Context: an optimization exercise on an open-source flow, tuned for small area, a short achievable clock period and few clock cycles. The choices shown serve that exercise and are no tape-out recipe. The clock port is modelled as an ideal driver; clocking choices that lean on that would not hold on a real chip. Power is estimated from default activity; no workload was simulated.

## run A
## RISC
module RISC(clk, rst, imem_addr, imem_rdata, dmem_addr, dmem_wdata, dmem_we, dmem_rdata);
	input clk, rst;
	output [31:0] imem_addr;
	input  [31:0] imem_rdata;
	output [31:0] dmem_addr;
	output [31:0] dmem_wdata;
	output        dmem_we;
	input  [31:0] dmem_rdata;
	localparam [6:0] OP_LOAD = 7'b0000011, OP_STORE = 7'b0100011, OP_R = 7'b0110011,
	                 OP_I = 7'b0010011, OP_B = 7'b1100011, OP_J = 7'b1101111;
	reg  [9:0]  fpc;           
	reg         d_valid;       
	reg  [31:0] d_ins;         
	reg  [9:0]  d_btgt;        
	reg         d_pt;          
	reg         e_valid;       
	reg  [31:0] e_pcn;         
	reg  [9:0]  e_btgt;        
	reg  [31:0] e_a;           
	reg  [31:0] e_b;           
	reg         e_binv;        
	reg  [20:0] e_off;         
	reg         e_imm;         
	reg  [4:0]  e_rd;
	reg         e_load, e_store, e_br, e_jal, e_wr, e_pt;
	reg         e_sub, e_slt, e_xor, e_or, e_and, e_logic;
	reg         e_fa, e_fb, e_fs;  
	reg  [31:0] m_res;         
	reg  [31:0] m_addr;        
	reg  [31:0] m_sd;          
	reg  [4:0]  m_rd;
	reg         m_we, m_wr, m_load;
	wire        e_mis;         
  ...
export LEC_CHECK = 0
export CAP_MARGIN = 20
export CORE_MARGIN = 2
export CORE_UTILIZATION = 40
export CTS_CLUSTER_DIAMETER = 80
export CTS_CLUSTER_SIZE = 25
export SETUP_SLACK_MARGIN = 1.0
export SLEW_MARGIN = 20
export SYNTH_HIERARCHICAL = 1
create_clock -name core_clock -period 11.0 [get_ports {clk}]
standard.sh (not shown) runs the stock make flow with config.mk's settings and CLKGATE_MAP_FILE= SYNTH_SCRIPT=/design/flow/synth_recipe.tcl, a recipe that flattens the netlist after the stock synthesis.
==> flow/flow/run.sh <==
#!/bin/bash
# Layout flow: the standard synthesis, then the standard ORFS steps with
# timing repair aimed below the clock period (SETUP_SLACK_MARGIN, in ns),
# one more repair pass after CTS (flow/post_cts.tcl), plain buffers on the
# ports, and the standard.sh to write out/final.def. Each tool's output
# goes to a log file here; ORFS's per-step logs are under orfs/logs.
set -euo pipefail
MARGIN=$(cat flow/margin.txt)
EXTRA=$(cat flow/extra_margin.txt)
bash standard.sh synth > synth_standard.log 2>&1
make -C "$FLOW_HOME" DESIGN_CONFIG="$FLOW_CONFIG" WORK_HOME="$PWD/orfs" \
  CLKGATE_MAP_FILE= SYNTH_SCRIPT="$PWD/synth_recipe.tcl" \
  SETUP_SLACK_MARGIN="$MARGIN" \
  BUFFER_PORTS_ARGS="-buffer_cell sky130_fd_sc_hd__buf_2" \
  POST_CTS_TCL="$PWD/flow/post_cts.tcl" EXTRA_MARGIN="$EXTRA" \
  finish > make_finish.log 2>&1
bash standard.sh finish > write_def.log 2>&1
==> flow/flow/extra_margin.txt <==
7.9
==> flow/flow/margin.txt <==
7.7
==> flow/flow/post_cts.tcl <==
# One more setup-repair pass after CTS, aimed EXTRA_MARGIN ns below the
# clock period: the standard pass stops early on this design.
set_propagated_clock [all_clocks]
estimate_parasitics -placement
repair_timing -setup -setup_margin $::env(EXTRA_MARGIN) -verbose
detailed_placement
check_placement -verbose
> inputs changed (run A -> run B)
--- a/flow/design.v
+++ b/flow/design.v
@@ -574,20 +574,25 @@
 	g_xor2 u83(.a(p0_7), .b(g4_6), .y(s[7]));
 	g_xor2 u84(.a(p0_8), .b(g4_7), .y(s[8]));
 	g_xor2 u85(.a(p0_9), .b(g4_8), .y(s[9]));
 endmodule
 `timescale 1ns/1ps
 module add32(a, b, s);
 	input  [31:0] a, b;
 	output [31:0] s;
 	assign s = a + b;
 endmodule
+module inc32(a, s);
+	input  [31:0] a;
+	output [31:0] s;
+	assign s = a + 32'd1;
+endmodule
 module inc10(a, s);
 	input  [9:0] a;
 	output [9:0] s;
 	assign s = a + 10'd1;
 endmodule
 module eq32(a, b, eq);
 	input  [31:0] a, b;
 	output        eq;
 	assign eq = (a == b);
 endmodule
@@ -715,21 +720,27 @@
 	wire [9:0] fpc_alt;
 	wire       f_own;
 	mux10 u_falt(.s(e_mis), .d1(e_btgt), .d0(d_btgt), .y(fpc_alt));
 	g_nor2 u_fown(.a(e_mis), .b(d_take), .y(f_own));
 	mux10 u_fnext(.s(f_own), .d1(fpc_pred), .d0(fpc_alt), .y(fpc_next));
 	always @(posedge clk or posedge rst)
 		if (rst)
 			fpc <= 10'd0;
 		else
 			fpc <= fpc_next;
-	assign imem_addr = {22'd0, fpc};
+	reg  [9:0]  fpc_o;
+	always @(posedge clk)
+		if (rst)
+			fpc_o <= 10'd0;
+		else
+			fpc_o <= fpc_next;
+	assign imem_addr = {22'd0, fpc_o};
 	always @(posedge clk or posedge rst)
 		if (rst)
 			d_valid <= 1'b0;
 		else if (e_mis | ~stall)
 			d_valid <= ~e_mis & ~d_take;
 	always @(posedge clk)
 		if (!stall)
 		begin
 			d_ins  <= ins;
 			d_btgt <= fpc_br;
@@ -773,25 +784,24 @@
 	always @(posedge clk or posedge rst)
 		if (rst)
 			e_valid <= 1'b0;
 		else
 			e_valid <= d_valid & ~e_mis & ~stall;
 	always @(posedge clk)
 	begin
 		e_a     <= ~rf1n;
 		e_b     <= ~rf2n;
 		e_binv  <= d_sub & ~d_imm;
-		if (!e_mis)    
-			e_off <= d_jal   ? {d_ins[31], d_ins[19:12], d_ins[20], d_ins[30:21], 1'b0} :
-			         d_store ? {{9{d_ins[31]}}, d_ins[31:25], d_ins[11:7]} :
-			         d_imm   ? {{9{d_ins[31]}}, d_ins[31:20]} ^ {21{d_sub}}
-			                 : {{9{d_ins[31]}}, d_ins[7], d_ins[30:25], d_ins[11:8], 1'b1};
+		e_off   <= d_jal   ? {d_ins[31], d_ins[19:12], d_ins[20], d_ins[30:21], 1'b0} :
+		           d_store ? {{9{d_ins[31]}}, d_ins[31:25], d_ins[11:7]} :
+		           d_imm   ? {{9{d_ins[31]}}, d_ins[31:20]} ^ {21{d_sub}}
+		                   : {{9{d_ins[31]}}, d_ins[7], d_ins[30:25], d_ins[11:8], 1'b1};
 		e_imm   <= d_imm;
 		e_rd    <= d_rd;
 		e_btgt  <= d_btgt;
 		e_load  <= d_load;
 		e_store <= d_store;
 		e_br    <= d_br;
 		e_jal   <= d_jal;
 		e_wr    <= d_wr;
 		e_pt    <= d_pt | d_take;
 		e_zok   <= d_i & ((d_f3 == 3'b111) | ((d_f3 != 3'b010) & ~d_f3[2]));    
@@ -807,43 +817,36 @@
 	end
 	wire [31:0] A  = e_fa ? m_res : e_a;
 	wire [31:0] B  = e_imm   ? {{11{e_off[20]}}, e_off} :
 	                 e_fb    ? (m_res ^ {32{e_sub}}) : (e_b ^ {32{e_binv}});
 	wire [31:0] R2 = e_fs ? m_res : e_b;                     
 	wire [31:0] sum, lres;
 	wire        eq;
 	addc32 u_alu(.a(A), .b(B), .ci(e_sub), .s(sum));
 	eq32  u_eq(.a(A), .b(R2), .eq(eq));
 	zero32 u_zero(.a(A), .b({{11{e_off[20]}}, e_off}), .an(e_and), .z(e_zero));
-	reg         e_fix;
-	wire [31:0] pcn_add = e_fix ? {{11{e_off[20]}}, e_off[20:1], 1'b0} :
-	                      e_pt  ? {{11{e_off[20]}}, e_off} : 32'd1;
-	wire [31:0] pcn_next;
-	add32 u_pcadd(.a(e_pcn), .b(pcn_add), .s(pcn_next));
+	wire        taken  = e_jal | (e_br & eq);
+	wire [31:0] pcn_off, pcn_inc;
+	add32 u_pcoff(.a(e_pcn), .b({{11{e_off[20]}}, e_off}), .s(pcn_off));
+	inc32 u_pcinc(.a(e_pcn), .s(pcn_inc));
+	wire [31:0] pcn_next = taken ? pcn_off : pcn_inc;
 	g_and2 u_emis(.a(e_valid & e_br & ~e_pt), .b(eq), .y(e_mis));    
 	assign      lres = e_jal ? e_pcn :
 	                   e_xor ? (A ^ B) :
 	                   e_or  ? (A | B) : (A & B);
 	wire [31:0] res;
 	resmux u_res(.lg(e_logic), .slt(e_slt), .lres(lres), .sum(sum), .res(res));
 	always @(posedge clk or posedge rst)
 		if (rst)
-		begin
 			e_pcn <= 32'd1;
-			e_fix <= 1'b0;
-		end
-		else
-		begin
-			if (e_valid | e_fix)
-				e_pcn <= pcn_next;
-			e_fix <= e_mis;
-		end
+		else if (e_valid)
+			e_pcn <= pcn_next;
 	always @(posedge clk or posedge rst)
 		if (rst)
 		begin
 			m_res  <= 32'd0;       
 			m_we   <= 1'b0;
 			m_wr   <= 1'b0;
 			m_load <= 1'b0;
 		end
 		else
 		begin
--- outcome ---
- Going from run A to run B, the count of sequential standard cells was found to have gone up by 9.
- On data arrival time at the worst-slack endpoint: between run A and run B, it ends up higher for run A.
- Comparing final setup slack of the worst path for run A and run B, the smaller number came from run A.
- The cell count in run B sits about 2% above the value recorded for run A.
- The total chip power number comes out lower for run A vs run B.
No run of this note included a check of the RTL's function; only the layout flow was run.

==> static timing again, ports no longer ideal <==
No port has a modelled driver above. Below, the same layouts with a new extraction and two added sets of constraints.
Step 1 sets driving cells, clkbuf_16 on the clock port and buf_2 on the other inputs (assumed; they add their load-dependent delay and slew).
Step 2, shift: input delay + t, output delay - t, t = (earliest + latest rising clock arrival at the registers) / 2. This alone moves slack from input paths to output paths.
Three values: ideal ports, drivers, drivers and shift; two values: the first two.
run | shift t [ns] | slack for setup (ns) | worst setup path after step 2 | latest minus earliest clock arrival (ns)
run A | 0.804 | 7.488 / 7.405 / 6.984 | input to register | 0.054 / 0.054
run B | 0.788 | 7.522 / 7.445 / 6.928 | input to register | 0.048 / 0.047
After both steps setup and hold are still met in every run listed. For run B, which loses most, drivers alone change the setup slack by -0.077 ns; drivers and shift together by -0.594 ns.
